What follows belongs to an exercise in optimizing a design on an open flow for small area, a short achievable clock period and few clock cycles per item; a production flow would make more cautious choices.
In this exercise RTL edits were held to simulation tests only and were not proved equivalent to the original.

## flow/design.v (module list and top-level ports; edited modules follow where they fit)
// module Milestone1_convert: 293 lines
// module yt_part: 55 lines
// module pix_sum: 341 lines
// module fir_sum: 146 lines
// module csa_fa: 4 lines
// module csa_ha: 4 lines
module Milestone1_convert (
	input  logic          Clock,
	input  logic          Resetn,
	input  logic          Enable,
	input  logic   [15:0] SRAM_read_data,
	input  logic          redo,
	output logic          SRAM_we_n,
	output logic   [17:0] SRAM_address,
	output logic   [15:0] SRAM_write_data,
	output logic          Finish
);
  // ...
==> flow/flow/run.sh <==
#!/bin/bash
# Standard ORFS layout (standard.sh) with two changes in how it is made:
#  - the port buffers are buf_4 cells instead of the buffer ORFS picks
#  - timing repair aims at a setup margin below the design's clock period
# The SDC, clock period and I/O constraints are the standard flow's, unchanged.
set -euo pipefail
bash standard.sh SETUP_SLACK_MARGIN=10.0 "BUFFER_PORTS_ARGS=-buffer_cell sky130_fd_sc_hd__buf_4" finish > orfs_make.log 2>&1
==> flow/standard.sh <==
#!/bin/bash
# synth_recipe.tcl (not shown) runs the flow's synth.tcl, then flattens the netlist and writes it again
# the make line also repeats each setting of config.mk as NAME=value (left out here)
make -C /OpenROAD-flow-scripts/flow DESIGN_CONFIG=/design/flow/config.mk WORK_HOME=/design/flow/orfs CLKGATE_MAP_FILE= SYNTH_SCRIPT=/design/flow/synth_recipe.tcl "${@:-finish}"
==> flow/config.mk <==
export PLATFORM = sky130hd
export DESIGN_NAME = Milestone1_convert
export DESIGN_NICKNAME = Milestone1_convert
export VERILOG_FILES = /design/flow/design.v
export SDC_FILE = /design/flow/constraint.sdc
export NUM_CORES = 4
export LEC_CHECK = 0
export CAP_MARGIN = 20
export CORE_MARGIN = 2
export CORE_UTILIZATION = 40
export SLEW_MARGIN = 20
export SYNTH_HIERARCHICAL = 1
==> flow/constraint.sdc <==
create_clock -name core_clock -period 14.0 [get_ports {Clock}]
set_input_delay 2.8000 -clock core_clock [delete_from_list [all_inputs] [get_ports {Clock}]]
set_output_delay 2.8000 -clock core_clock [all_outputs]
set_load 0.01 [all_outputs]
==> notes.md, run 1 <==
mux cell area share after synthesis 3.45%; met2 WL approximately 27,000 um; Synth top area share a little under a quarter; I/O pin total 56; post-route ant nets 0; worst reg2reg path depth 11; Post-Synth XOR/XNOR Area between 4 and 5%; # diodes 0; worst min path class reg2reg; Largest stage delay, worst path a little under 400 ps; synth top area cells dfxtp_1 23%, edfxtp_1 19%, fa_1 16%; final setup vio count 0; status complete, no violations; type of origin of the critical path register; RD Place Congestion 0.871; main combinational cell family by area after synthesis adder cells; commonest non-fill, non-tap cell in the layout dfxtp_1; postcts setup bufs 0; Final HPWL DP 45,000 um; via/cell ratio between 5 and 6; Clock buf/inv share under 10%; DR vias ~16,000; Worst Tran Pin Value between 1000 and 1500 ps; Cell Area, Synth around 26,000 um2; RSZ-0062 raised after global routing no; Seq area share 38.4%; Routed met3 length 2150 um
Testbench counts, summed over its fixed seeds: cycles 1,545,808, frames 8.
==> run 2, diff against run 1 <==
--- a/flow/config.mk
+++ b/flow/config.mk
@@ -8,5 +8,6 @@
 export CAP_MARGIN = 20
 export CORE_MARGIN = 2
 export CORE_UTILIZATION = 40
+export CTS_BUF_LIST = sky130_fd_sc_hd__clkbuf_8
 export SLEW_MARGIN = 20
 export SYNTH_HIERARCHICAL = 1
==> run 2 against run 1 <==
Routed wire length increased by 0.67%. Fmax is 1.0% lower. Global-route usage grew 0.22 points. Area after synthesis did not move. Non-clock buffer count increased by 1. Worst setup slack worse by 40 ps.
==> notes.md, run 2 <==
RD Place Congestion 0.871 (unchanged); maxcap violations 0 (unchanged); synth top area cells dfxtp_1 23%, edfxtp_1 19%, fa_1 16% (unchanged); cell with the most instances after synthesis dfxtp_1 (unchanged); CP endpoint Finish (unchanged); Worst slew margin 32.6% (was 32.8%); worst min path class reg2reg (unchanged); hold_buf cts 0 (unchanged); TritonCTS clock tree yes (unchanged); Initial Util 40.3% (unchanged); top_reg_cell synth dfxtp_1 (unchanged); Avg Cell Area, Syn 11.9 um2 (unchanged); post-synth top area cell dfxtp_1 (unchanged); most frequent cells in the layout 293 x dfxtp_1, 219 x ha_1, 208 x fa_1 (was 297 x dfxtp_1, 219 x ha_1, 208 x fa_1); I/O pin total 56 (unchanged); number of global-route vias before repair 17,166 (was 16,887); crit path launch Finish (unchanged); DIE HEIGHT 261 um (unchanged); critical path buffer and inverter count 1 (unchanged); total CTS buffers 82 (was 52); commonest non-fill, non-tap cell in the layout dfxtp_1 (unchanged); number of I/O port buffers 55 (unchanged); Die X 261 um (unchanged); worst reg2reg path depth 11 (unchanged); FF-to-FF Start f_p1[6] (was f_p1[8]); # diodes 0 (unchanged); Worst-Skew Late Latency 670 ps (was 600 ps); final setup vio count 0 (unchanged); Sink Count 472 (unchanged); Final period util 28.4% (was 28.1%); H-tree levels 3 (was 2); largest net degree at the start of global routing 107 (unchanged); Remaining DRCs 0 (unchanged); final worst slack 10,030 ps (was 10,070 ps); Clock Path Buffers 3 (unchanged); Post-Route WL 58,700 um (was 58,300 um); Cell Area, Synth 26,500 um2 (unchanged); crit path kind reg2out (unchanged); Final HPWL DP 45,000 um (unchanged); CTS root buf clkbuf_8 (was clkbuf_16); crit-path cells buf_6 (was buf_4); largest registers su (48), sv (48) (unchanged); list of most frequent post-synthesis cells 300 x dfxtp_1, 221 x ha_1, 209 x fa_1, 170 x edfxtp_1, 145 x inv_1 (unchanged); CP arrival 1170 ps (was 1130 ps); number of flops mapped to enable cells by yosys 170 (unchanged); first-pass GRT wire length 93,400 um (was 92,800 um); RSZ-0062 raised after global routing yes (was no); Yosys cell types 86 (unchanged); Hold Vio Cnt, Final 0 (unchanged); Rows 94 (unchanged); Largest stage delay, worst path 390 ps (about the same); Synth top area share 22.7% (unchanged); DIE AREA 68,200 um2 (unchanged); Syn Nets 2,668 (unchanged); type of origin of the critical path register (unchanged); post-route ant nets 0 (unchanged); fmax 0.252 GHz (was 0.254 GHz); sequential share of the synthesized area 42.2% (unchanged); Core Area 65,600 um2 (unchanged); DR vias 16,279 (was 16,156); antenna violations before repair 1 (unchanged); Worst Tran Pin Value 1010 ps (about the same); Crit path depth 1 (unchanged); CP max-delay cell dfrtp_1 (unchanged); TNS Setup 0 ps (unchanged); status complete, no violations (unchanged); Worst path top cell family by delay flip-flops (unchanged); DR iter-0 viols 801 (was 932); clock slew at reported path FFs 60 ps (about the same); Tmin final 3970 ps (was 3930 ps); Worst setup EP type output pin (unchanged); post-synthesis cell count 2,218 (unchanged); Post-synth ARST share 0.424% (unchanged); fraction of layout cells with a size suffix above 1 13.4% (was 11.7%); Crit Reg-Reg Endpoint g_h[8] (unchanged); overall routing resource usage 17.6% (was 17.4%); required time worst endpoint 11,200 ps (about the same); Slew Limit Fails 0 (unchanged); WHS 323 ps (was 327 ps); via/cell ratio 5.11 (was 5.16); Layout Skew 24.7 ps (was 17.4 ps); WL/cell 18.4 um (was 18.6 um); r2r setup slk 10,100 ps (was 10,170 ps); P&R area growth vs syn 10.1% (was 10.0%); Synth Warn # 9 (unchanged); post-place setup slack 9840 ps (unchanged); Synth Register Bits 472 (unchanged); GR Overflow Total 0 (unchanged); DR pass1 iterations 5 (unchanged); worst-path fanout max 2 (was 3); Layout Nets 2,701 (was 2,670)
[run 2: cell types whose count changed in the layout (fill, tap and decap cells not counted), moves of 2 or more]
cell,previous run,this run
bufinv_16,4,6
clkbuf_1,12,0
clkbuf_16,53,0
clkbuf_8,9,98
clkinv_1,2,11
clkinv_2,7,11
clkinv_4,4,0
clkinvlp_4,2,4
dfxtp_1,297,293
dfxtp_2,2,5
inv_1,145,162
[run 2: worst min-delay path by stage]
stage / slack (ps) / from / depth (start not counted) / endpoint
final: 320 / tag_b[1] / 0 / tag_c[1]
after global routing: 330 / tag_b[1] / 0 / tag_c[1]
after CTS: 330 / tag_b[1] / 0 / tag_c[1]
after detailed placement: 320 / tag_a[0] / 0 / tag_b[0]
after global placement: 320 / tag_b[0] / 0 / tag_c[0]
after floorplan: 310 / tag_a[0] / 0 / tag_b[0]
[run 2: routing by layer]
layer | GRT usage [%] | wire length (um) | vias up
li1 | - | - | 7814
met1 | 24.1 | 27400 | 8054
met2 | 28.5 | 27600 | 329
met3 | 3.01 | 2530 | 82
met4 | 5.48 | 1240 | 0
met5 | 0 | 0 | -
[run 2: repair_timing]
action,CTS,global route
buffers inserted,1,2
pin swaps,1,14
gates resized for setup,8,6
endpoints found under the hold margin,0,0
endpoints found under the setup margin,7,3
[run 2: area by class of cell]
class,count,area [um2]
well taps,864,1080
fillers,6148,36500
multi-input cells,1481,14000
clock inverters,54,427
inverters,145,544
clock buffers,98,1350
flip-flops and latches,472,11200
repair buffers,69,522
[run 2: logic make-up (layout without fill, tap and decap cells)]
kind of cell | count (synthesis) | count (layout) | synth area share [%]
flip-flops | 472 | 472 | 42.2
adder cells (fa/ha/maj) | 430 | 430 | 26.3
AND/OR/NAND/NOR | 422 | 422 | 8.47
AO/OA/AOI/OAI | 406 | 406 | 10.1
buffers and inverters | 265 | 366 | 4.89
XOR/XNOR | 140 | 140 | 4.63
multiplexers | 83 | 83 | 3.45
[run 2: Yosys stat by module (local to each module, per instance)]
module / flops+latches / copies in the design
Milestone1_convert: 472 / 1
pix_sum: 0 / 1
yt_part: 0 / 1
fir_sum: 0 / 1
csa_fa: 0 / 196
csa_ha: 0 / 57
[run 2: metrics by stage]
step	instance area [um2]	utilization, %	cells
floorplan	26500	-	2218
CTS	29100	44.3	3181
detailed placement	27300	41.6	3028
global route	29100	44.4	3183
finish	29100	44.4	3183
global placement	27300	41.6	3028
==> run 3, diff against run 2 <==
--- a/flow/config.mk
+++ b/flow/config.mk
@@ -8,6 +8,6 @@
 export CAP_MARGIN = 20
 export CORE_MARGIN = 2
 export CORE_UTILIZATION = 40
-export CTS_BUF_LIST = sky130_fd_sc_hd__clkbuf_8
+export CTS_BUF_LIST = sky130_fd_sc_hd__clkbuf_4 sky130_fd_sc_hd__clkbuf_8
 export SLEW_MARGIN = 20
 export SYNTH_HIERARCHICAL = 1
==> run 3 against run 2 <==
Highest routed layer unchanged. Sequential share of layout area down 0.084 points. Register-to-register slack about the same. Still clean on timing, DRC and antenna. Largest cell class unchanged. Via count up 0.14%. Non-clock buffer count unchanged. Area after synthesis unchanged. Worst setup slack worse by 0.80 ps. Count of clock-buffer cells in the layout up 17. Clock skew down 2.5 ps. Routed wire length about the same.
==> notes.md, run 3 <==
status complete, no violations (unchanged); Worst setup EP type output pin (unchanged); # diodes 0 (unchanged); DR vias 16,302 (was 16,279); TritonCTS clock tree yes (unchanged); Yosys cell types 86 (unchanged); Tmin final 3970 ps (about the same); crit-path cells buf_6 (unchanged); post-synthesis cell count 2,218 (unchanged); Layout Nets 2,701 (unchanged); worst reg2reg path depth 11 (unchanged); Synth Register Bits 472 (unchanged); hold_buf cts 0 (unchanged); Clock Path Buffers 3 (unchanged); largest net degree at the start of global routing 107 (unchanged); top_reg_cell synth dfxtp_1 (unchanged); Final period util 28.4% (about the same); number of flops mapped to enable cells by yosys 170 (unchanged); crit path launch Finish (unchanged); CTS root buf clkbuf_8 (unchanged); CP max-delay cell dfrtp_1 (unchanged); WL/cell 18.5 um (was 18.4 um); H-tree levels 3 (unchanged); crit path kind reg2out (unchanged); Largest stage delay, worst path 390 ps (about the same); Post-Route WL 58,800 um (was 58,700 um); fraction of layout cells with a size suffix above 1 14.1% (was 13.4%); Worst path top cell family by delay flip-flops (unchanged); type of origin of the critical path register (unchanged); sequential share of the synthesized area 42.2% (unchanged); Worst Tran Pin Value 1020 ps (was 1010 ps); Core Util, Final 44.5% (was 44.4%); top layer in use met4 (unchanged); Remaining DRCs 0 (unchanged); CP arrival 1170 ps (about the same); Hold Vio Cnt, Final 0 (unchanged); met2 WL 27,500 um (was 27,600 um); Initial Util 40.3% (unchanged); RD Place Congestion 0.871 (unchanged); final setup vio count 0 (unchanged); Sink Count 472 (unchanged); number of I/O port buffers 55 (unchanged); DR pass1 iterations 5 (unchanged); Crit path depth 1 (unchanged); Avg Cell Area, Syn 11.9 um2 (unchanged); met1 wire length 27,600 um (was 27,400 um); post-synth top area cell dfxtp_1 (unchanged); fmax 0.252 GHz (about the same); Routed met3 length 2430 um (was 2530 um); Worst-Skew Late Latency 660 ps (was 670 ps); maxcap violations 0 (unchanged); most frequent cells in the layout 293 x dfxtp_1, 219 x ha_1, 208 x fa_1 (unchanged); commonest non-fill, non-tap cell in the layout dfxtp_1 (unchanged); post-route cell area 29,200 um2 (was 29,100 um2); required time worst endpoint 11,200 ps (about the same); P&R area growth vs syn 10.4% (was 10.1%); first-pass GRT wire length 93,400 um (about the same); worst min path class reg2reg (unchanged); CP endpoint Finish (unchanged); Post-synth ARST share 0.424% (unchanged); GR Overflow Total 0 (unchanged); FF-to-FF Start f_p1[6] (unchanged); Layout Skew 22.2 ps (was 24.7 ps); critical path buffer and inverter count 1 (unchanged); Area after DPL 27,300 um2 (unchanged); TNS Setup 0 ps (unchanged); Synth top area share 22.7% (unchanged); list of most frequent post-synthesis cells 300 x dfxtp_1, 221 x ha_1, 209 x fa_1, 170 x edfxtp_1, 145 x inv_1 (unchanged); r2r setup slk 10,100 ps (about the same); post-route ant nets 0 (unchanged); worst-path fanout max 2 (unchanged); Synth Warn # 9 (unchanged); Syn Nets 2,668 (unchanged); total CTS buffers 82 (unchanged); clock slew at reported path FFs 60 ps (about the same); Slew Limit Fails 0 (unchanged); Final HPWL DP 45,000 um (unchanged); overall routing resource usage 17.6% (about the same); cell with the most instances after synthesis dfxtp_1 (unchanged); antenna violations before repair 1 (unchanged); Die X 261 um (unchanged); DIE AREA 68,200 um2 (unchanged); synth top area cells dfxtp_1 23%, edfxtp_1 19%, fa_1 16% (unchanged); Core Area 65,600 um2 (unchanged); RSZ-0062 raised after global routing yes (unchanged); Rows 94 (unchanged); DIE HEIGHT 261 um (unchanged); I/O pin total 56 (unchanged); DR iter-0 viols 801 (unchanged); number of global-route vias before repair 17,167 (was 17,166); Crit Reg-Reg Endpoint g_h[8] (unchanged); largest registers su (48), sv (48) (unchanged); Cell Area, Synth 26,500 um2 (unchanged); Worst slew margin 32.3% (was 32.6%); via/cell ratio 5.12 (was 5.11)
run 3: cell types whose count changed in the layout (fill, tap and decap cells not counted):
| cell | change |
|---|---|
| inv_1 | -17 |
| clkbuf_4 | +17 |
run 3: what timing repair did:
| item | in CTS | in global routing |
|---|---|---|
| resized for setup | 8 | 6 |
| pin swaps | 1 | 14 |
| setup endpoints to repair | 7 | 3 |
| gates cloned | 0 | 0 |
| buffers inserted | 1 | 2 |
run 3: per-module statistics from Yosys, one instance, submodules excluded:
module	flops+latches	area, um2
Milestone1_convert	472	19000
pix_sum	0	1500
yt_part	0	811
fir_sum	0	469
csa_fa	0	20.0
csa_ha	0	12.5
run 3: final cells by class:
cell class | count | area [um2]
tap | 864 | 1080
clock inverter | 37 | 363
inverter | 145 | 544
sequential | 472 | 11200
clock buffer | 115 | 1480
fill | 6136 | 36400
multi-input combinational | 1481 | 14000
timing repair buffer | 69 | 522
run 3: through the flow:
step | hold WS, ps | std cells | worst slack (ps)
5_1_grt | 335 | 3183 | 9960
4_1_cts | 328 | 3181 | 9960
2_1_floorplan | 310 | 2218 | 10080
3_3_place_gp | 319 | 3028 | 9840
3_5_place_dp | 319 | 3028 | 9840
6_report | 324 | 3183 | 10030
run 3: kinds of logic after synthesis:
logic type / synth area share (%)
DFF: 42.2
muxes: 3.45
buffers and inverters: 4.89
xor gates and xnor gates: 4.63
adders and majority gates: 26.3
and+or+nand+nor: 8.47
AOI/OAI and AO/OA: 10.1
run 3: worst min path at each step:
stage | cells past startpoint | slack [ps] | to | startpoint
3_5_place_dp | 0 | 320 | tag_b[0] | tag_a[0]
2_1_floorplan | 0 | 310 | tag_b[0] | tag_a[0]
3_3_place_gp | 0 | 320 | tag_c[0] | tag_b[0]
4_1_cts | 0 | 330 | tag_c[1] | tag_b[1]
6_report | 0 | 320 | tag_c[1] | tag_b[1]
5_1_grt | 0 | 330 | tag_c[1] | tag_b[1]
run 3: metal layers:
| metal | track usage (%) | up-vias |
|---|---|---|
| met3 | 3.01 | 80 |
| met2 | 28.5 | 331 |
| met1 | 24.1 | 8077 |
| met5 | 0 | - |
| li1 | - | 7814 |
| met4 | 5.52 | 0 |
==> run 4, diff against run 3 <==
--- a/flow/config.mk
+++ b/flow/config.mk
@@ -8,6 +8,7 @@
 export CAP_MARGIN = 20
 export CORE_MARGIN = 2
 export CORE_UTILIZATION = 40
-export CTS_BUF_LIST = sky130_fd_sc_hd__clkbuf_4 sky130_fd_sc_hd__clkbuf_8
+export CTS_CLUSTER_DIAMETER = 60
+export CTS_CLUSTER_SIZE = 24
 export SLEW_MARGIN = 20
 export SYNTH_HIERARCHICAL = 1
==> run 4 against run 3 <==
Non-clock buffer count is 2 lower. Synthesized cell count stayed put. Global-route usage is 0.26 points lower. Final cell count shrank 2.5%. Clock skew increased by 10 ps. Fmax is 1.6% higher. Routed wire length fell by 1.2%.
==> notes.md, run 4 <==
antenna violations before repair 1 (unchanged); Compound-Gate Fraction of Synth Area 10.1% (unchanged); cell with the most instances after synthesis dfxtp_1 (unchanged); Tmin final 3910 ps (was 3970 ps); Crit path depth 1 (unchanged); # diodes 0 (unchanged); Clock Path Buffers 3 (unchanged); Post-Route WL 58,000 um (was 58,800 um); GR Overflow Total 0 (unchanged); RD Place Congestion 0.871 (unchanged); DR pass1 iterations 5 (unchanged); required time worst endpoint 11,200 ps (about the same); Initial Util 40.3% (unchanged); WHS 321 ps (was 324 ps); DIE HEIGHT 261 um (unchanged); via/cell ratio 5.18 (was 5.12); Yosys cell types 86 (unchanged); post-route ant nets 0 (unchanged); synth top area cells dfxtp_1 23%, edfxtp_1 19%, fa_1 16% (unchanged); I/O pin total 56 (unchanged); Cell Area, Synth 26,500 um2 (unchanged); final setup vio count 0 (unchanged); post-synthesis cell count 2,218 (unchanged); list of most frequent post-synthesis cells 300 x dfxtp_1, 221 x ha_1, 209 x fa_1, 170 x edfxtp_1, 145 x inv_1 (unchanged); synthesized-area fraction occupied by adder cells 26.3% (unchanged); CP arrival 1110 ps (was 1170 ps); CP max-delay cell dfrtp_1 (unchanged); TritonCTS clock tree yes (unchanged); met2 WL 27,400 um (was 27,500 um); mux cell area share after synthesis 3.45% (unchanged); Post-Synth XOR/XNOR Area 4.63% (unchanged); Post-synth ARST share 0.424% (unchanged); Final period util 27.9% (was 28.4%); Syn Nets 2,668 (unchanged); Final HPWL DP 45,000 um (unchanged); worst min path class reg2reg (unchanged); largest registers su (48), sv (48) (unchanged); Routed met3 length 2360 um (was 2430 um); main combinational cell family by area after synthesis adder cells (unchanged); Synth Register Bits 472 (unchanged); worst reg2reg path depth 11 (unchanged); Layout Nets 2,658 (was 2,701); Synth Warn # 9 (unchanged); Layout Skew 32.6 ps (was 22.2 ps); top layer in use met4 (unchanged); met1 wire length 27,300 um (was 27,600 um); Hold Vio Cnt, Final 0 (unchanged); Sequential cell area 11,200 um2 (about the same); worst-path fanout max 3 (was 2); DR iter-0 viols 878 (was 801); critical path buffer and inverter count 1 (unchanged); Rows 94 (unchanged); Worst setup EP type output pin (unchanged); P&R area growth vs syn 8.81% (was 10.4%); first-pass GRT wire length 92,300 um (was 93,400 um); Worst Tran Pin Value 1000 ps (was 1020 ps); Worst slew margin 33.3% (was 32.3%); Worst path top cell family by delay flip-flops (unchanged); Synth top area share 22.7% (unchanged); fmax 0.256 GHz (was 0.252 GHz); number of global-route vias before repair 16,754 (was 17,167); worst hold stages 0 (unchanged); post-synth top area cell dfxtp_1 (unchanged); Avg Cell Area, Syn 11.9 um2 (unchanged); top_reg_cell synth dfxtp_1 (unchanged); hold_buf cts 0 (unchanged); fraction of layout cells with a size suffix above 1 11.3% (was 14.1%); Sink Count 472 (unchanged); crit path kind reg2out (unchanged); number of flops mapped to enable cells by yosys 170 (unchanged); type of origin of the critical path register (unchanged); DR vias 16,088 (was 16,302); RSZ-0062 raised after global routing no (was yes); fillers 6,159 (was 6,136); DIE AREA 68,200 um2 (unchanged); number of I/O port buffers 55 (unchanged); Die X 261 um (unchanged); maxcap violations 0 (unchanged); WL/cell 18.7 um (was 18.5 um); area share of and/or/nand/nor cells after synthesis 8.47% (unchanged); Multi-input gate area 14,000 um2 (about the same); most frequent cells in the layout 297 x dfxtp_1, 219 x ha_1, 208 x fa_1 (was 293 x dfxtp_1, 219 x ha_1, 208 x fa_1); Slew Limit Fails 0 (unchanged); total CTS buffers 41 (was 82); Remaining DRCs 0 (unchanged); clock slew at reported path FFs 80 ps (was 60 ps); Core Area 65,600 um2 (unchanged); CTS root buf clkbuf_16 (was clkbuf_8); crit-path cells buf_4 (was buf_6); H-tree levels 2 (was 3); largest net degree at the start of global routing 107 (unchanged); Worst-Skew Late Latency 590 ps (was 660 ps); sequential share of the synthesized area 42.2% (unchanged); commonest non-fill, non-tap cell in the layout dfxtp_1 (unchanged); overall routing resource usage 17.3% (was 17.6%); TNS Setup 0 ps (unchanged); status complete, no violations (unchanged); Largest stage delay, worst path 400 ps (was 390 ps)
-- run 4: per-stage QoR --
| step | worst slack, ps | utilization [%] | cells | area (um2) |
|---|---|---|---|---|
| 3_5_place_dp | 9840 | 41.6 | 3028 | 27300 |
| 2_1_floorplan | 10080 | - | 2218 | 26500 |
| 5_1_grt | 10020 | 43.9 | 3105 | 28800 |
| 4_1_cts | 10040 | 43.8 | 3104 | 28800 |
| 3_3_place_gp | 9840 | 41.6 | 3028 | 27300 |
| 6_report | 10090 | 43.9 | 3105 | 28800 |
-- run 4: per-module statistics from Yosys (local to each module, per instance) --
module,flip-flops and latches,cell area (um2),cells,times used
Milestone1_convert,472,19000,1607,1
pix_sum,0,1500,202,1
yt_part,0,811,103,1
fir_sum,0,469,53,1
csa_fa,0,20.0,1,196
csa_ha,0,12.5,1,57
-- run 4: final cells by class --
| class | count | area share, % |
|---|---|---|
| tap | 864 | 3.75 |
| sequential | 472 | 38.8 |
| timing repair buffer | 67 | 1.75 |
| multi-input combinational | 1481 | 48.8 |
| clock inverter | 29 | 1.21 |
| inverter | 145 | 1.89 |
| clock buffer | 47 | 3.86 |
-- run 4: worst paths after layout --
path / start / slack [ps] / end
setup / recovery: Finish / 10090 / Finish
hold / removal: tag_b[0] / 320 / tag_c[0]
setup reg to reg: f_p1[6] / 10160 / g_h[8]
hold reg to reg: tag_b[0] / 320 / tag_c[0]
max in group asynchronous: Resetn / 11900 / run
min in group asynchronous: Resetn / 2000 / run
-- run 4: per-layer routing --
layer  track usage, %  vias to the layer above
li1                 -                     7711
met1             24.1                     8009
met2             28.8                      296
met3             2.54                       72
met4             3.80                        0
met5                0                        -
-- run 4: cells by family after synthesis --
family,after synthesis
muxes,83
and+or+nand+nor,422
buffers and inverters,265
DFF,472
adders and majority gates,430
xor gates and xnor gates,140
AOI/OAI and AO/OA,406
-- run 4: timing repair --
action                                  CTS  global route
buffers inserted                          0             1
endpoints found under the setup margin    2             2
pin swaps                                 1             7
hold endpoints to repair                  0             0
resized for setup                         4             2
==> run 5, diff against run 4 <==
--- a/flow/config.mk
+++ b/flow/config.mk
@@ -7,8 +7,6 @@
 export LEC_CHECK = 0
 export CAP_MARGIN = 20
 export CORE_MARGIN = 2
-export CORE_UTILIZATION = 40
-export CTS_CLUSTER_DIAMETER = 60
-export CTS_CLUSTER_SIZE = 24
+export CORE_UTILIZATION = 60
 export SLEW_MARGIN = 20
 export SYNTH_HIERARCHICAL = 1
==> run 5 against run 4 <==
Highest routed layer unchanged. Via count grew 0.35%. Critical path depth unchanged. Sequential cell count is the same.
==> notes.md, run 5 <==
crit path kind reg2out (unchanged); top_reg_cell synth dfxtp_1 (unchanged); required time worst endpoint 11,200 ps (about the same); DR pass1 iterations 5 (unchanged); type of origin of the critical path register (unchanged); cell with the most instances after synthesis dfxtp_1 (unchanged); post-route ant nets 0 (unchanged); number of global-route vias before repair 16,543 (was 16,754); FF-to-FF Start f_p1[6] (unchanged); list of most frequent post-synthesis cells 300 x dfxtp_1, 221 x ha_1, 209 x fa_1, 170 x edfxtp_1, 145 x inv_1 (unchanged); DR iter-0 viols 1,127 (was 878); Syn Nets 2,668 (unchanged); Synth Register Bits 472 (unchanged); Die X 214 um (was 261 um); Multi-input gate area 14,000 um2 (unchanged); fillers 3,276 (was 6,159); number of flops mapped to enable cells by yosys 170 (unchanged); crit path launch Finish (unchanged); commonest non-fill, non-tap cell in the layout dfxtp_1 (unchanged); hold wc startpoint tag_b[1] (was tag_b[0]); most frequent cells in the layout 297 x dfxtp_1, 219 x ha_1, 208 x fa_1 (unchanged); CP max-delay cell dfrtp_1 (unchanged); TNS Setup 0 ps (unchanged); P&R area growth vs syn 8.50% (was 8.81%); Hold Vio Cnt, Final 0 (unchanged); crit-path cells buf_4 (unchanged); Worst setup EP type output pin (unchanged); DR vias 16,145 (was 16,088); synth top area cells dfxtp_1 23%, edfxtp_1 19%, fa_1 16% (unchanged); critical path buffer and inverter count 1 (unchanged); Post-synth ARST share 0.424% (unchanged); Avg Cell Area, Syn 11.9 um2 (unchanged); largest registers su (48), sv (48) (unchanged); post-synthesis cell count 2,218 (unchanged); RD Place Congestion 0.871 (about the same); worst-path fanout max 3 (unchanged); Core Area 43,300 um2 (was 65,600 um2); Tmin final 3940 ps (was 3910 ps); Synth Warn # 9 (unchanged); GR Overflow Total 0 (unchanged); Cell Area, Synth 26,500 um2 (unchanged); via/cell ratio 5.67 (was 5.18); Layout Nets 2,670 (was 2,658); TritonCTS clock tree yes (unchanged); fmax 0.254 GHz (was 0.256 GHz); number of I/O port buffers 55 (unchanged); Worst-Skew Late Latency 600 ps (was 590 ps); CTS root buf clkbuf_16 (unchanged); Yosys cell types 86 (unchanged); hold_buf cts 0 (unchanged); Worst path top cell family by delay flip-flops (unchanged); fraction of layout cells with a size suffix above 1 11.8% (was 11.3%); final setup vio count 0 (unchanged); sequential share of the synthesized area 42.2% (unchanged); clock slew at reported path FFs 60 ps (was 80 ps); total CTS buffers 51 (was 41); Clock Path Buffers 3 (unchanged); Remaining DRCs 0 (unchanged); largest net degree at the start of global routing 64 (was 107); Rows 76 (was 94); Layout Skew 17.0 ps (was 32.6 ps); overall routing resource usage 25.4% (was 17.3%); Sequential cell area 11,200 um2 (about the same); Final HPWL DP 43,600 um (was 45,000 um); maxcap violations 0 (unchanged); worst min path class reg2reg (unchanged); WHS 333 ps (was 321 ps); Final period util 28.2% (was 27.9%); Worst slew margin 34.7% (was 33.3%); Worst Tran Pin Value 979 ps (was 1000 ps); DIE HEIGHT 214 um (was 261 um); DIE AREA 45,800 um2 (was 68,200 um2); Slew Limit Fails 0 (unchanged); H-tree levels 2 (unchanged); WL/cell 20.0 um (was 18.7 um); RSZ-0062 raised after global routing yes (was no); Post-Route WL 57,000 um (was 58,000 um); post-synth top area cell dfxtp_1 (unchanged); status complete, no violations (unchanged); Largest stage delay, worst path 390 ps (was 400 ps); antenna violations before repair 0 (was 1); first-pass GRT wire length 90,700 um (was 92,300 um); # diodes 0 (unchanged); Sink Count 472 (unchanged); I/O pin total 56 (unchanged); Initial Util 61.2% (was 40.3%); CP arrival 1140 ps (was 1110 ps); Synth top area share 22.7% (unchanged)
## run 5: cell counts after synthesis
Identical to the previous run, type by type.
## run 5: layout make-up
class / instances / area share (%)
sequential: 472 / 38.9
clock inverter: 23 / 0.758
timing repair buffer: 69 / 1.80
multi-input combinational: 1481 / 48.9
tap: 585 / 2.55
clock buffer: 72 / 5.19
inverter: 145 / 1.90
## run 5: worst paths after layout
kind | to | slack, ps | depth (start not counted)
worst max-delay path | Finish | 10060 | 1
worst min-delay path | tag_c[1] | 330 | 0
worst max register to register | g_h[6] | 10130 | 11
worst min register to register | tag_c[1] | 330 | 0
max in group asynchronous | run | 11940 | 1
min in group asynchronous | Finish | 1970 | 1
## run 5: modules after synthesis, one instance, submodules excluded
module / cell area [um2] / times used / cells
csa_fa: 20.0 / 196 / 1
csa_ha: 12.5 / 57 / 1
pix_sum: 1500 / 1 / 202
fir_sum: 469 / 1 / 53
yt_part: 811 / 1 / 103
Milestone1_convert: 19000 / 1 / 1607
## run 5: metal layers
metal	up-vias	share of wire (%)	routed length [um]	GRT usage [%]
met4	0	2.4	1380	7.44
li1	7726	-	-	-
met3	92	4.7	2680	3.69
met2	385	45	25700	39.9
met1	7942	48	27200	37.0
met5	-	0	0	0
## run 5: repair_timing
action                                  4_1_cts  5_1_grt
endpoints found under the setup margin        2        2
pin swaps                                     0       11
buffers inserted                              0        3
resized for setup                             4        4
## run 5: cells by family after synthesis
| kind of cell | synth area share, % |
|---|---|
| AO/OA/AOI/OAI | 10.1 |
| XOR/XNOR | 4.63 |
| adder cells (fa/ha/maj) | 26.3 |
| buffers and inverters | 4.89 |
| flip-flops | 42.2 |
| multiplexers | 3.45 |
| AND/OR/NAND/NOR | 8.47 |
## run 5: stage by stage
stage	util [%]	setup WS (ps)	cell area, um2	instances
2_1_floorplan	-	10080	26500	2218
3_3_place_gp	62.3	9890	26900	2749
3_5_place_dp	62.3	9870	26900	2749
4_1_cts	66.2	10010	28700	2844
5_1_grt	66.4	9990	28700	2847
6_report	66.4	10060	28700	2847
==> run 6, diff against run 5 <==
--- a/flow/config.mk
+++ b/flow/config.mk
@@ -7,6 +7,8 @@
 export LEC_CHECK = 0
 export CAP_MARGIN = 20
 export CORE_MARGIN = 2
-export CORE_UTILIZATION = 60
+export CORE_UTILIZATION = 40
+export CTS_CLUSTER_DIAMETER = 70
+export CTS_CLUSTER_SIZE = 36
 export SLEW_MARGIN = 20
 export SYNTH_HIERARCHICAL = 1
==> run 6 against run 5 <==
Count of clock-buffer cells in the layout decreased by 32. Hold slack improved by 0.66 ps. Critical path type unchanged. Critical endpoint unchanged. Highest routed layer unchanged.
==> notes.md, run 6 <==
largest net degree at the start of global routing 107 (was 64); first-pass GRT wire length 91,900 um (was 90,700 um); post-synth top area cell dfxtp_1 (unchanged); crit path launch Finish (unchanged); Layout Nets 2,651 (was 2,670); Multi-input gate area 14,000 um2 (unchanged); Sink Count 472 (unchanged); Worst-Skew Late Latency 570 ps (was 600 ps); Slew Limit Fails 0 (unchanged); via/cell ratio 5.18 (was 5.67); Layout Skew 30.3 ps (was 17.0 ps); hold_buf cts 0 (unchanged); type of origin of the critical path register (unchanged); Core Area 65,600 um2 (was 43,300 um2); Syn Nets 2,668 (unchanged); crit-path cells buf_4 (unchanged); final setup vio count 0 (unchanged); clock slew at reported path FFs 90 ps (was 60 ps); fmax 0.255 GHz (was 0.254 GHz); FF-to-FF Start f_p1[6] (unchanged); Synth Register Bits 472 (unchanged); Remaining DRCs 0 (unchanged); Hold Vio Cnt, Final 0 (unchanged); most frequent cells in the layout 297 x dfxtp_1, 219 x ha_1, 208 x fa_1 (unchanged); TNS Setup 0 ps (unchanged); Worst slew margin 32.4% (was 34.7%); total CTS buffers 34 (was 51); # diodes 0 (unchanged); Synth Warn # 9 (unchanged); RSZ-0062 raised after global routing no (was yes); fillers 6,169 (was 3,276); commonest non-fill, non-tap cell in the layout dfxtp_1 (unchanged); P&R area growth vs syn 8.19% (was 8.50%); fraction of layout cells with a size suffix above 1 10.7% (was 11.8%); Final period util 28.0% (was 28.2%); Post-Route WL 57,800 um (was 57,000 um); critical path buffer and inverter count 1 (unchanged); required time worst endpoint 11,200 ps (about the same); I/O pin total 56 (unchanged); DR iter-0 viols 830 (was 1,127); placed cell count 3,028 (was 2,749); Non-Filler Instances 3,091 (was 2,847); worst-path fanout max 3 (unchanged); sequential share of the synthesized area 42.2% (unchanged); Yosys cell types 86 (unchanged); H-tree levels 2 (unchanged); CP max-delay cell dfrtp_1 (unchanged); Clock Path Buffers 3 (unchanged); CP arrival 1120 ps (was 1140 ps); Initial Util 40.3% (was 61.2%); RD Place Congestion 0.871 (about the same); number of global-route vias before repair 16,689 (was 16,543); status complete, no violations (unchanged); Worst Tran Pin Value 1010 ps (was 979 ps); Rows 94 (was 76); Sequential cell area 11,200 um2 (about the same); Cell Area, Synth 26,500 um2 (unchanged); largest registers su (48), sv (48) (unchanged); WHS 334 ps (was 333 ps); hold wc startpoint tag_b[1] (unchanged); CTS root buf clkbuf_16 (unchanged); DR pass1 iterations 5 (unchanged); DIE AREA 68,200 um2 (was 45,800 um2); antenna violations before repair 1 (was 0); DIE HEIGHT 261 um (was 214 um); Post-synth ARST share 0.424% (unchanged); Worst path top cell family by delay flip-flops (unchanged); cell with the most instances after synthesis dfxtp_1 (unchanged); number of flops mapped to enable cells by yosys 170 (unchanged); GR Overflow Total 0 (unchanged); WL/cell 18.7 um (was 20.0 um); crit path kind reg2out (unchanged); worst min path class reg2reg (unchanged); post-route ant nets 0 (unchanged); maxcap violations 0 (unchanged); post-synthesis cell count 2,218 (unchanged); number of I/O port buffers 55 (unchanged); Final HPWL DP 45,000 um (was 43,600 um); TritonCTS clock tree yes (unchanged); Largest stage delay, worst path 410 ps (was 390 ps); list of most frequent post-synthesis cells 300 x dfxtp_1, 221 x ha_1, 209 x fa_1, 170 x edfxtp_1, 145 x inv_1 (unchanged); DR vias 16,019 (was 16,145); Tmin final 3920 ps (was 3940 ps); synth top area cells dfxtp_1 23%, edfxtp_1 19%, fa_1 16% (unchanged); Worst setup EP type output pin (unchanged); overall routing resource usage 17.2% (was 25.4%); top_reg_cell synth dfxtp_1 (unchanged); Synth top area share 22.7% (unchanged); Avg Cell Area, Syn 11.9 um2 (unchanged); Die X 261 um (was 214 um)
## run 6: cell count changes in the layout (fill, tap and decap cells not counted), moves of 2 or more
cell,before,now
clkbuf_8,9,0
inv_8,0,2
clkinv_8,0,3
inv_6,0,5
clkbuf_1,9,2
clkinv_4,2,0
clkbuf_16,53,38
buf_4,69,67
clkinv_2,15,1
inv_12,0,6
## run 6: repair_timing
| item | CTS | global route |
|---|---|---|
| setup buffers | 0 | 1 |
| setup endpoints to repair | 2 | 2 |
| pin swaps | 1 | 7 |
| hold endpoints to repair | 0 | 0 |
| resized for setup | 4 | 3 |
## run 6: worst register-to-register path: cells and delay by family, from the launching register on
family	cells	cell delay, ps
fa+ha+maj	7	2680
xor+xnor	1	140
compound gates	3	540
flops	1	410
## run 6: final cells by class
type	count	share of cell area [%]
clock buffer	40	3.35
clock inverter	22	1.17
inverter	145	1.90
multi-input combinational	1481	49.0
sequential	472	39.0
tap	864	3.78
timing repair buffer	67	1.76
## run 6: layer usage
layer	vias up	global-route usage, %	wire (um)	share of wire, %
li1	7682	-	-	-
met1	8011	24.0	27500	48
met2	260	28.6	27200	47
met3	66	2.47	1940	3.4
met4	0	3.65	1080	1.9
met5	-	0	0	0
## run 6: worst paths after layout
kind                            depth (start not counted)  slack (ps)        to
worst min register to register                          0         330  tag_c[1]
worst max-delay path                                    1       10080    Finish
worst max register to register                         11       10170    g_h[8]
worst min-delay path                                    0         330  tag_c[1]
min in group asynchronous                               1        2000       run
max in group asynchronous                               1       11910       run
## run 6: kinds of logic (layout without fill, tap and decap cells)
| logic type | Yosys count | in the layout | share of synthesized area (%) |
|---|---|---|---|
| adders and majority gates | 430 | 430 | 26.3 |
| AOI/OAI and AO/OA | 406 | 406 | 10.1 |
| muxes | 83 | 83 | 3.45 |
| and+or+nand+nor | 422 | 422 | 8.47 |
| xor gates and xnor gates | 140 | 140 | 4.63 |
| buffers and inverters | 265 | 274 | 4.89 |
| DFF | 472 | 472 | 42.2 |
## run 6: through the flow
stage               util (%)  worst slack, ps  cell area [um2]
finish                  43.6            10080            28600
global route            43.6            10020            28600
CTS                     43.6            10040            28600
detailed placement      41.6             9840            27300
global placement        41.6             9840            27300
floorplan                  -            10080            26500
## run 6: Yosys stat by module, one instance, submodules excluded
module              area [um2]  times used  cells  flip-flops and latches
csa_ha                    12.5          57      1                       0
pix_sum                   1500           1    202                       0
Milestone1_convert       19000           1   1607                     472
csa_fa                    20.0         196      1                       0
fir_sum                    469           1     53                       0
yt_part                    811           1    103                       0
==> run 7, diff against run 6 <==
==> flow/flow/run.sh (replaced) <==
#!/bin/bash
# Standard ORFS layout (standard.sh) with two changes in how it is made:
#  - the port buffers are buf_4 cells instead of the buffer ORFS picks
#  - timing repair aims at a setup margin below the design's clock period
# The SDC, clock period and I/O constraints are the standard flow's, unchanged.
set -euo pipefail
bash standard.sh SETUP_SLACK_MARGIN=9.6 "BUFFER_PORTS_ARGS=-buffer_cell sky130_fd_sc_hd__buf_4" finish > orfs_make.log 2>&1
--- a/flow/config.mk
+++ b/flow/config.mk
@@ -8,7 +8,7 @@
 export CAP_MARGIN = 20
 export CORE_MARGIN = 2
 export CORE_UTILIZATION = 40
-export CTS_CLUSTER_DIAMETER = 70
-export CTS_CLUSTER_SIZE = 36
+export CTS_CLUSTER_DIAMETER = 60
+export CTS_CLUSTER_SIZE = 24
 export SLEW_MARGIN = 20
 export SYNTH_HIERARCHICAL = 1
==> run 7 against run 6 <==
Count of clock-buffer cells in the layout up 7. Via count increased by 0.63%. Critical path depth rose by 10. Fmax down 6.0%. Non-clock buffer count down 1. Sequential cell count did not move. Global-route usage rose by 0.12 points. First-iteration DRC count up 4.8%. Register-to-register slack worse by 340 ps. Sequential share of layout area shrank 0.19 points. Final cell count rose by 0.42%. Highest routed layer unchanged.
==> notes.md, run 7 <==
Worst path top cell family by delay adder cells (was flip-flops); Avg Cell Area, Syn 11.9 um2 (unchanged); DIE AREA 68,200 um2 (unchanged); final setup vio count 0 (unchanged); DR vias 16,120 (was 16,019); total CTS buffers 41 (was 34); Post-Route WL 58,200 um (was 57,800 um); Syn Nets 2,668 (unchanged); antenna violations before repair 1 (unchanged); synthesized-area fraction occupied by adder cells 26.3% (unchanged); Final period util 29.8% (was 28.0%); worst min path class reg2reg (unchanged); DR iter-0 viols 870 (was 830); WL/cell 18.7 um (about the same); maxcap violations 0 (unchanged); Largest stage delay, worst path 580 ps (was 410 ps); Layout Skew 34.1 ps (was 30.3 ps); post-route cell area 28,800 um2 (was 28,600 um2); Remaining DRCs 0 (unchanged); Final HPWL DP 45,000 um (unchanged); largest registers su (48), sv (48) (unchanged); Worst Tran Pin Value 999 ps (was 1010 ps); top_reg_cell synth dfxtp_1 (unchanged); clock slew at reported path FFs 80 ps (was 90 ps); fraction of layout cells with a size suffix above 1 11.0% (was 10.7%); RD Place Congestion 0.871 (unchanged); postcts setup bufs 0 (unchanged); Core Util, Final 43.8% (was 43.6%); Hold Vio Cnt, Final 0 (unchanged); GR Overflow Total 0 (unchanged); post-route ant nets 0 (unchanged); cell with the most instances after synthesis dfxtp_1 (unchanged); Worst setup EP type register (was output pin); sequential share of the synthesized area 42.2% (unchanged); Clock Path Buffers 3 (unchanged); Initial Util 40.3% (unchanged); Synth Warn # 9 (unchanged); Cell Area, Synth 26,500 um2 (unchanged); number of global-route vias before repair 16,753 (was 16,689); Tmin final 4170 ps (was 3920 ps); Sink Count 472 (unchanged); Post-Synth XOR/XNOR Area 4.63% (unchanged); post-cts sizing count 0 (was 4); Slew Limit Fails 0 (unchanged); I/O pin total 56 (unchanged); H-tree levels 2 (unchanged); first-pass GRT wire length 92,300 um (was 91,900 um); status complete, no violations (unchanged); Synth Register Bits 472 (unchanged); CP max-delay cell fa_1 (was dfrtp_1); Post-synth ARST share 0.424% (unchanged); DIE HEIGHT 261 um (unchanged); via/cell ratio 5.19 (was 5.18); Layout Nets 2,657 (was 2,651); Core Area 65,600 um2 (unchanged); Worst-Skew Late Latency 590 ps (was 570 ps); worst-path fanout max 3 (unchanged); post-synthesis cell count 2,218 (unchanged); number of flops mapped to enable cells by yosys 170 (unchanged); Compound-Gate Fraction of Synth Area 10.1% (unchanged); mux cell area share after synthesis 3.45% (unchanged); commonest non-fill, non-tap cell in the layout dfxtp_1 (unchanged); RSZ-0062 raised after global routing no (unchanged); # diodes 0 (unchanged); DR pass1 iterations 5 (unchanged); crit path kind reg2reg (was reg2out); Die X 261 um (unchanged); type of origin of the critical path register (unchanged); most frequent cells in the layout 299 x dfxtp_1, 221 x ha_1, 209 x fa_1 (was 297 x dfxtp_1, 219 x ha_1, 208 x fa_1); Synth top area share 22.7% (unchanged); P&R area growth vs syn 8.67% (was 8.19%); CTS root buf clkbuf_16 (unchanged); crit-path cells ha_1 -> fa_1 -> fa_1 -> fa_1 -> fa_1 -> ha_1 -> fa_1 -> a211oi_2 -> o21ai_1 -> a31oi_1 -> xnor2_1 (was buf_4); overall routing resource usage 17.3% (was 17.2%); synth top area cells dfxtp_1 23%, edfxtp_1 19%, fa_1 16% (unchanged); area share of and/or/nand/nor cells after synthesis 8.47% (unchanged); Rows 94 (unchanged); TritonCTS clock tree yes (unchanged); list of most frequent post-synthesis cells 300 x dfxtp_1, 221 x ha_1, 209 x fa_1, 170 x edfxtp_1, 145 x inv_1 (unchanged); hold_buf cts 0 (unchanged); fmax 0.240 GHz (was 0.255 GHz); TNS Setup 0 ps (unchanged); required time worst endpoint 14,490 ps (was 11,200 ps); Yosys cell types 86 (unchanged); largest net degree at the start of global routing 107 (unchanged); critical path buffer and inverter count 0 (was 1); CP dominant cell by count fa_1; main combinational cell family by area after synthesis adder cells (unchanged); Area after DPL 27,300 um2 (unchanged); CP arrival 4660 ps (was 1120 ps); number of I/O port buffers 55 (unchanged); post-synth top area cell dfxtp_1 (unchanged); Worst slew margin 33.4% (was 32.4%)
[run 7: cell counts after synthesis]
Identical to the previous run, type by type.
[run 7: cells by family after synthesis]
group	Yosys count
flip-flops	472
adder cells (fa/ha/maj)	430
AND/OR/NAND/NOR	422
AO/OA/AOI/OAI	406
buffers and inverters	265
XOR/XNOR	140
multiplexers	83
[run 7: stage by stage]
step / setup WS, ps / hold slack (ps) / cells
after floorplan: 10080 / 310 / 2218
after global placement: 9840 / 319 / 3028
after detailed placement: 9840 / 319 / 3028
after CTS: 9820 / 328 / 3104
after global routing: 9670 / 335 / 3104
final: 9830 / 324 / 3104
[run 7: per-layer routing]
layer  track usage [%]  vias up  part of all wire (%)
li1                  -     7702                     -
met1              24.0     8047                    47
met2              28.8      292                    47
met3              2.54       79                   4.1
met4              3.80        0                   1.8
met5                 0        -                     0
[run 7: final timing paths]
kind / startpoint / cells past startpoint / endpoint / slack (ps)
setup / recovery: f_p1[6] / 11 / g_h[8] / 9830
hold / removal: tag_b[0] / 0 / tag_c[0] / 320
setup reg to reg: f_p1[6] / 11 / g_h[8] / 9830
hold reg to reg: tag_b[0] / 0 / tag_c[0] / 320
max in group asynchronous: Resetn / 1 / run / 11910
min in group asynchronous: Resetn / 1 / run / 2000
[run 7: Yosys stat by module (local to each module, per instance)]
module / flip-flops and latches / cells / cell area [um2] / copies in the design
Milestone1_convert: 472 / 1607 / 19000 / 1
csa_fa: 0 / 1 / 20.0 / 196
csa_ha: 0 / 1 / 12.5 / 57
fir_sum: 0 / 53 / 469 / 1
pix_sum: 0 / 202 / 1500 / 1
yt_part: 0 / 103 / 811 / 1
[run 7: layout make-up]
type / instances / area [um2]
sequential: 472 / 11200
multi-input combinational: 1481 / 14000
fill: 6163 / 36900
inverter: 145 / 544
clock buffer: 47 / 1110
tap: 864 / 1080
clock inverter: 29 / 349
timing repair buffer: 66 / 495
==> run 8, diff against run 7 <==
==> flow/flow/run.sh (replaced) <==
#!/bin/bash
# Standard ORFS layout (standard.sh) with these changes in how it is made:
#  - the port buffers are buf_4 cells instead of the buffer ORFS picks
#  - clock tree: larger sink clusters, no dummy loads
#  - timing repair aims at a setup margin below the design's clock period
# The SDC, clock period and I/O constraints are the standard flow's, unchanged.
set -euo pipefail
bash standard.sh SETUP_SLACK_MARGIN=10.0 \
  "BUFFER_PORTS_ARGS=-buffer_cell sky130_fd_sc_hd__buf_4" \
  "CTS_ARGS=-sink_clustering_enable -repair_clock_nets -sink_clustering_size 36 -sink_clustering_max_diameter 70 -dont_use_dummy_load" \
  finish > orfs_make.log 2>&1
--- a/flow/config.mk
+++ b/flow/config.mk
@@ -8,7 +8,5 @@
 export CAP_MARGIN = 20
 export CORE_MARGIN = 2
 export CORE_UTILIZATION = 40
-export CTS_CLUSTER_DIAMETER = 60
-export CTS_CLUSTER_SIZE = 24
 export SLEW_MARGIN = 20
 export SYNTH_HIERARCHICAL = 1
==> run 8 against run 7 <==
Core utilization decreased by 0.85 points. Register-to-register slack gained 290 ps. Still clean. Largest cell class unchanged. Area after synthesis did not move. Hold slack gained 9.9 ps.
==> notes.md, run 8 <==
CP max-delay cell dfrtp_1 (was fa_1); critical path buffer and inverter count 1 (was 0); met1 wire length 27,100 um (was 27,200 um); Avg Cell Area, Syn 11.9 um2 (unchanged); post-route ant nets 0 (unchanged); TNS Setup 0 ps (unchanged); GR Overflow Total 0 (unchanged); Worst setup EP type output pin (was register); list of most frequent post-synthesis cells 300 x dfxtp_1, 221 x ha_1, 209 x fa_1, 170 x edfxtp_1, 145 x inv_1 (unchanged); Core Area 65,600 um2 (unchanged); Largest stage delay, worst path 410 ps (was 580 ps); FF-to-FF Start f_p1[6] (unchanged); CTS root buf clkbuf_16 (unchanged); Routed met3 length 2290 um (was 2360 um); Area after DPL 27,300 um2 (unchanged); clock slew at reported path FFs 90 ps (was 80 ps); required time worst endpoint 11,200 ps (was 14,490 ps); commonest non-fill, non-tap cell in the layout dfxtp_1 (unchanged); Worst slew margin 32.7% (was 33.4%); overall routing resource usage 17.2% (was 17.3%); DR pass1 iterations 5 (unchanged); worst min path class reg2reg (unchanged); DIE HEIGHT 261 um (unchanged); Syn Nets 2,668 (unchanged); largest net degree at the start of global routing 107 (unchanged); final setup vio count 0 (unchanged); sequential share of the synthesized area 42.2% (unchanged); status complete, no violations (unchanged); TritonCTS clock tree yes (unchanged); Clock Path Buffers 3 (unchanged); I/O pin total 56 (unchanged); fraction of layout cells with a size suffix above 1 9.77% (was 11.0%); cell with the most instances after synthesis dfxtp_1 (unchanged); Synth top area share 22.7% (unchanged); r2r setup slk 10,120 ps (was 9830 ps); crit-path cells buf_4 (was ha_1 -> fa_1 -> fa_1 -> fa_1 -> fa_1 -> ha_1 -> fa_1 -> a211oi_2 -> o21ai_1 -> a31oi_1 -> xnor2_1); Final period util 28.0% (was 29.8%); via/cell ratio 5.21 (was 5.19); Yosys cell types 86 (unchanged); Worst path top cell family by delay flip-flops (was adder cells); top_reg_cell synth dfxtp_1 (unchanged); largest registers su (48), sv (48) (unchanged); Cell Area, Synth 26,500 um2 (unchanged); Non-Filler Instances 3,064 (was 3,104); synth top area cells dfxtp_1 23%, edfxtp_1 19%, fa_1 16% (unchanged); Post-Route WL 57,600 um (was 58,200 um); Initial Util 40.3% (unchanged); antenna violations before repair 1 (unchanged); Core Util, Final 43.0% (was 43.8%); Hold Vio Cnt, Final 0 (unchanged); most frequent cells in the layout 297 x dfxtp_1, 219 x ha_1, 208 x fa_1 (was 299 x dfxtp_1, 221 x ha_1, 209 x fa_1); CP arrival 1120 ps (was 4660 ps); Tmin final 3920 ps (was 4170 ps); WHS 334 ps (was 324 ps); P&R area growth vs syn 6.57% (was 8.67%); crit path launch Finish (was f_p1[6]); Rows 94 (unchanged); worst-path fanout max 3 (unchanged); RD Place Congestion 0.871 (unchanged); DIE AREA 68,200 um2 (unchanged); Synth Register Bits 472 (unchanged); Layout Nets 2,652 (was 2,657); number of global-route vias before repair 16,613 (was 16,753); met2 WL 27,200 um (was 27,500 um); Synth Warn # 9 (unchanged); DR vias 15,949 (was 16,120); number of flops mapped to enable cells by yosys 170 (unchanged); RSZ-0062 raised after global routing yes (was no); post-synth top area cell dfxtp_1 (unchanged); fmax 0.255 GHz (was 0.240 GHz); fillers 6,200 (was 6,163); top layer in use met4 (unchanged); crit path kind reg2out (was reg2reg); first-pass GRT wire length 91,600 um (was 92,300 um); maxcap violations 0 (unchanged); Remaining DRCs 0 (unchanged); Die X 261 um (unchanged); Sink Count 472 (unchanged); placed cell count 3,028 (unchanged); Slew Limit Fails 0 (unchanged); DR iter-0 viols 842 (was 870); # diodes 0 (unchanged); Worst-Skew Late Latency 560 ps (was 590 ps); total CTS buffers 34 (was 41); Post-synth ARST share 0.424% (unchanged); Layout Skew 56.0 ps (was 34.1 ps); type of origin of the critical path register (unchanged); post-route cell area 28,200 um2 (was 28,800 um2); WL/cell 18.8 um (was 18.7 um); H-tree levels 2 (unchanged); Final HPWL DP 45,000 um (unchanged); Worst Tran Pin Value 1010 ps (was 999 ps); hold wc startpoint tag_b[1] (was tag_b[0]); post-synthesis cell count 2,218 (unchanged); number of I/O port buffers 55 (unchanged)
-- run 8: cell counts after synthesis --
Identical to the previous run, type by type.
-- run 8: path summary, 6_finish.rpt --
| path | cells past startpoint | endpoint |
|---|---|---|
| worst max-delay path | 1 | Finish |
| worst min-delay path | 0 | tag_c[1] |
| worst max register to register | 11 | g_h[8] |
| worst min register to register | 0 | tag_c[1] |
| max in group asynchronous | 1 | run |
| min in group asynchronous | 1 | run |
-- run 8: logic make-up (layout without fill, tap and decap cells) --
kind of cell,Yosys count,after routing,share of synthesized area [%]
compound gates,406,406,10.1
xor+xnor,140,140,4.63
fa+ha+maj,430,430,26.3
buf+inv,265,247,4.89
flops,472,472,42.2
mux,83,83,3.45
simple gates,422,422,8.47
-- run 8: what timing repair did --
| item | in CTS | in global routing |
|---|---|---|
| gates cloned | 0 | 0 |
| pin swaps | 1 | 14 |
| gates resized for setup | 4 | 5 |
| setup endpoints to repair | 2 | 2 |
| hold endpoints to repair | 0 | 0 |
| setup buffers | 0 | 2 |
| hold buffers | 0 | 0 |
-- run 8: area by class of cell --
class | instances | area, um2 | share of cell area, %
Sequential cell | 472 | 11200 | 39.6
Tap cell | 864 | 1080 | 3.83
Timing Repair Buffer | 68 | 510 | 1.81
Clock buffer | 34 | 851 | 3.02
Multi-Input combinational cell | 1481 | 14000 | 49.8
Inverter | 145 | 544 | 1.93
-- run 8: metrics by stage --
step / worst slack [ps]
after global placement: 9840
final: 10080
after global routing: 9980
after floorplan: 10080
after CTS: 10040
after detailed placement: 9840
-- run 8: routing by layer --
layer | vias up | track usage, %
li1 | 7658 | -
met1 | 7942 | 23.9
met2 | 290 | 28.5
met3 | 59 | 2.56
met4 | 0 | 3.46
met5 | - | 0
-- run 8: modules after synthesis, one instance, submodules excluded --
module              times used  cell area [um2]  flops+latches  cells
yt_part                      1              811              0    103
csa_fa                     196             20.0              0      1
fir_sum                      1              469              0     53
csa_ha                      57             12.5              0      1
Milestone1_convert           1            19000            472   1607
pix_sum                      1             1500              0    202

-- re-timing with driven ports --
In the flow no input, the clock included, has a driving cell. The finished layouts below were timed again as built, in two steps. Step 1 (the two cells are an assumption about what drives the block):
set clk [get_ports {Clock}]
set_driving_cell -lib_cell sky130_fd_sc_hd__clkbuf_16 $clk
set_driving_cell -lib_cell sky130_fd_sc_hd__buf_2 [delete_from_list [all_inputs] $clk]
Step 2 adds t to the input delays and takes it off the output delays; t is the mean of the earliest and latest rising clock arrival at the registers after step 1. Input paths then give back, and output paths get back, about the clock's delay inside the block. a / b / c = no drivers / after step 1 / after step 2; a / b = the first two.
| run | t (ns) | slack for setup (ns) | latest minus earliest clock arrival (ns) |
|---|---|---|---|
| run 1 | 0.651 | 10.066 / 10.010 / 10.171 | 0.020 / 0.020 |
| run 2 | 0.707 | 10.027 / 9.974 / 10.103 | 0.034 / 0.034 |
| run 3 | 0.710 | 10.026 / 9.972 / 10.103 | 0.030 / 0.029 |
| run 4 | 0.629 | 10.090 / 10.031 / 10.159 | 0.037 / 0.037 |
| run 5 | 0.655 | 10.057 / 9.995 / 10.132 | 0.022 / 0.021 |
| run 6 | 0.613 | 10.084 / 10.026 / 10.168 | 0.035 / 0.035 |
| run 7 | 0.629 | 9.835 / 9.835 / 9.835 | 0.038 / 0.038 |
| run 8 | 0.593 | 10.080 / 10.021 / 10.123 | 0.064 / 0.064 |
After both steps every run listed still meets setup and hold.
